This is an optimization exercise on Yosys and OpenROAD, whose aim is small area, a short achievable clock period and few clock cycles per item, not a production implementation. Only simulation tests tie the RTL to the original design; equivalence was not proved.

== south ==
// pt_exp
module pt_exp(base,exponent,modulus,clk,rst,C,done,done_encrypt);
Size: ~7600 cells after synthesis, about 54000 um2 of cells after synthesis.
==> module pt_exp, before the edit <==
module pt_exp(base,exponent,modulus,clk,rst,C,done,done_encrypt);
input wire[31:0] base;
input wire[31:0]exponent;
input wire[31:0]modulus;
input clk;
input rst;
output [31:0] C;
input done;
output done_encrypt;
reg [31:0] C;
reg done_encrypt;
localparam S_IDLE = 3'd0, S_INIT = 3'd1, S_DBL = 3'd2, S_PSQ = 3'd3,
           S_CONV = 3'd4, S_EXP = 3'd5;
reg [2:0]  st;
reg [4:0]  cnt;
reg [31:0] m;
reg [31:0] x;
reg [31:0] e;
wire [31:0] above;
assign above[31] = 1'b0;
genvar gi;
generate for (gi = 30; gi >= 0; gi = gi - 1) begin : g_above
	assign above[gi] = above[gi+1] | m[gi+1];
end endgenerate
wire [31:0] cpow = (~m & above) | 32'd1;
wire        dbl_last = m[5'd31 - cnt];
wire        use_c = (st == S_CONV) || (st == S_EXP && e[0]);
wire [31:0] A = use_c ? C : x;
wire [31:0] B = x;
wire [32:0] BM = {1'b0, B} + {1'b0, m};    
wire [32:0] Bx = {1'b0, B};
wire [32:0] Mx = {1'b0, m};
wire [32:0] ss [0:32];
wire [32:0] sc [0:32];
assign ss[0] = 33'd0;
assign sc[0] = 33'd0;
generate for (gi = 0; gi < 32; gi = gi + 1) begin : g_row
	wire        a  = A[gi];
	wire        q  = ss[gi][0] ^ sc[gi][0] ^ (a & B[0]);
	wire [32:0] X  = a ? (q ? BM : Bx) : (q ? Mx : 33'd0);
	wire [32:0] t  = ss[gi] ^ sc[gi] ^ X;                        
	wire [32:0] cy = (ss[gi] & sc[gi]) | (ss[gi] & X) | (sc[gi] & X);
	assign ss[gi+1] = {1'b0, t[32:1]};
	assign sc[gi+1] = cy;
end endgenerate
wire [32:0] Sf = ss[32] + sc[32];
wire [33:0] D  = {1'b0, Sf} - {2'b00, m};
wire [31:0] P  = D[33] ? Sf[31:0] : D[31:0];
always @(posedge clk)
begin
	m <= modulus;
	if (!rst) begin
		st <= S_IDLE;
		done_encrypt <= 1'b0;
	end else begin
		done_encrypt <= 1'b0;
		case (st)
		S_IDLE: begin
			x   <= base;
			e   <= exponent;
			if (done) st <= S_INIT;
		end
		S_INIT: begin
			C   <= x;
			x   <= {cpow[30:0], 1'b0};
			cnt <= 5'd1;
			st  <= m[31] ? S_PSQ : S_DBL;
			if (m[31]) cnt <= 5'd0;
		end
		S_DBL: begin
			x   <= {x[30:0], 1'b0};
			cnt <= cnt + 5'd1;
			if (dbl_last) begin
				cnt <= 5'd0;
				st  <= S_PSQ;
			end
		end
		S_PSQ: begin
			x   <= P;
			cnt <= cnt + 5'd1;
			if (cnt == 5'd4) st <= S_CONV;
		end
		S_CONV: begin
			x   <= P;
			C   <= 32'd1;
			st  <= S_EXP;
			if (e == 32'd0) begin
				done_encrypt <= 1'b1;
				st <= S_IDLE;
			end
		end
		S_EXP: begin
			if (e[0]) begin
				C    <= P;
				e[0] <= 1'b0;
				if (e[31:1] == 31'd0) begin
					done_encrypt <= 1'b1;
					st <= S_IDLE;
				end
			end else begin
				x <= P;
				e <= {1'b0, e[31:1]};
			end
		end
		default: st <= S_IDLE;
		endcase
	end
end
endmodule
==> flow/config.mk <==
export PLATFORM = sky130hd
export DESIGN_NAME = pt_exp
export DESIGN_NICKNAME = pt_exp
export VERILOG_FILES = /design/flow/design.v
export SDC_FILE = /design/flow/constraint.sdc
export NUM_CORES = 4
export LEC_CHECK = 0
export ABC_AREA = 1
export ABC_CLOCK_PERIOD_IN_PS = 100000
export CAP_MARGIN = 20
export CORE_MARGIN = 2
export CORE_UTILIZATION = 40
export SLEW_MARGIN = 20
==> flow/constraint.sdc <==
create_clock -name core_clock -period 600.0 [get_ports {clk}]
set_input_delay 120.0000 -clock core_clock [delete_from_list [all_inputs] [get_ports {clk}]]
set_output_delay 120.0000 -clock core_clock [all_outputs]
set_load 0.01 [all_outputs]
run.sh (not shown) runs the stock make flow with config.mk's settings and CLKGATE_MAP_FILE= SYNTH_SCRIPT=/design/flow/synth_recipe.tcl, a recipe that flattens the netlist after the stock synthesis.
Testbench counts of south, summed over its fixed seeds: cycles 17,926, ops 320.
What north does differently from south at the input level:
--- a/flow/design.v
+++ b/flow/design.v
@@ -25,29 +25,48 @@
 wire [31:0] cpow = (~m & above) | 32'd1;
 wire        dbl_last = m[5'd31 - cnt];
 wire        use_c = (st == S_CONV) || (st == S_EXP && e[0]);
 wire [31:0] A = use_c ? C : x;
 wire [31:0] B = x;
-wire [32:0] BM = {1'b0, B} + {1'b0, m};    
+wire [32:0] BM;          
+wire [32:0] bmc;
+assign bmc[0] = 1'b0;
+generate for (gi = 0; gi < 32; gi = gi + 1) begin : g_bm
+	assign BM[gi]    = B[gi] ^ m[gi] ^ bmc[gi];
+	assign bmc[gi+1] = (B[gi] & m[gi]) | (B[gi] & bmc[gi]) | (m[gi] & bmc[gi]);
+end endgenerate
+assign BM[32] = bmc[32];
 wire [32:0] Bx = {1'b0, B};
 wire [32:0] Mx = {1'b0, m};
-wire [32:0] ss [0:32];
-wire [32:0] sc [0:32];
-assign ss[0] = 33'd0;
-assign sc[0] = 33'd0;
+wire [32:0] S [0:32];
+assign S[0] = 33'd0;
 generate for (gi = 0; gi < 32; gi = gi + 1) begin : g_row
 	wire        a  = A[gi];
-	wire        q  = ss[gi][0] ^ sc[gi][0] ^ (a & B[0]);
-	wire [32:0] X  = a ? (q ? BM : Bx) : (q ? Mx : 33'd0);
-	wire [32:0] t  = ss[gi] ^ sc[gi] ^ X;                        
-	wire [32:0] cy = (ss[gi] & sc[gi]) | (ss[gi] & X) | (sc[gi] & X);
-	assign ss[gi+1] = {1'b0, t[32:1]};
-	assign sc[gi+1] = cy;
+	wire        q  = S[gi][0] ^ (a & B[0]);
+	wire        s1 = a & ~q;    
+	wire        s2 = ~a & q;    
+	wire        s3 = a & q;     
+	wire [33:0] T;
+	wire [33:0] cy;
+	assign cy[0] = 1'b0;
+	genvar j;
+	for (j = 0; j < 33; j = j + 1) begin : g_b
+		wire xj = (s1 & Bx[j]) | (s2 & Mx[j]) | (s3 & BM[j]);
+		assign {cy[j+1], T[j]} = S[gi][j] + xj + cy[j];
+	end
+	assign T[33] = cy[33];
+	assign S[gi+1] = T[33:1];
 end endgenerate
-wire [32:0] Sf = ss[32] + sc[32];
-wire [33:0] D  = {1'b0, Sf} - {2'b00, m};
-wire [31:0] P  = D[33] ? Sf[31:0] : D[31:0];
+wire [32:0] Sf = S[32];
+wire [32:0] D;
+wire [33:0] dc;
+wire [32:0] nMx = ~Mx;
+assign dc[0] = 1'b1;
+generate for (gi = 0; gi < 33; gi = gi + 1) begin : g_sub
+	assign {dc[gi+1], D[gi]} = Sf[gi] + nMx[gi] + dc[gi];
+end endgenerate
+wire [31:0] P  = dc[33] ? D[31:0] : Sf[31:0];
 always @(posedge clk)
 begin
 	m <= modulus;
 	if (!rst) begin
 		st <= S_IDLE;
[summary]
- The flow did not stop early for north: all stages ran, and the layout cleared the timing, design-rule and antenna checks.
- A launch point of the worst path of C[0] is what south shows, while rst belongs to north.
- Changes observed in north relative to south: layout-stage area growth over the synthesis result higher; post-CTS clock slew at the launch and capture registers of the worst setup and hold paths roughly the same.
- Summary of north over south: maximum net fanout on the critical path grew by 21; sequential fraction of total cell area grew by 1.4 points; via total after detailed routing shrank by 19300; number of pins with negative max-slew slack in the final report held steady.
- Share of post-route cells with drive strength above 1: higher on north
- In north the final worst setup slack turned out 0.13 ns lower than in south.
- south -> north: synthesized netlist cell count decreased by more than a quarter
- Going from south to north, synthesized area per cell grows by 25%.
- Taking south over north, the core region area ratio works out to 1.2.
- Number of gates resized after cts came out exactly the same in north and south.
Testbench counts of north, summed over its fixed seeds: cycles 17,926, ops 320.

-- port drivers added, routing unchanged --
The flow's constraints put no driver on any port. The routed layouts listed below were extracted and timed again, unchanged, in two steps.
Step 1: set_driving_cell puts a clkbuf_16 on clk and a buf_2 on each other input, an assumption about the parent block.
Step 2 adds t to the input delays and takes it off the output delays; t is the mean of the earliest and latest rising clock arrival at the registers after step 1. Input paths then give back, and output paths get back, about the clock's delay inside the block.
Slacks: no drivers / after step 1 / after step 2; pairs: no drivers / after step 1.
run	t (ns)	setup WS [ns]	worst hold slack (ns)	worst setup path after step 2	worst slew at a driven data input, ns
south	0.516	478.520 / 478.481 / 478.160	0.557 / 0.557 / 0.557	input to register	0.07
north	0.530	478.386 / 478.409 / 477.880	0.548 / 0.548 / 0.548	input to register	0.05
After both steps setup and hold are still met in every run listed. The setup slack of north, which loses most, moves by +0.023 ns with the drivers and by -0.506 ns with both steps.
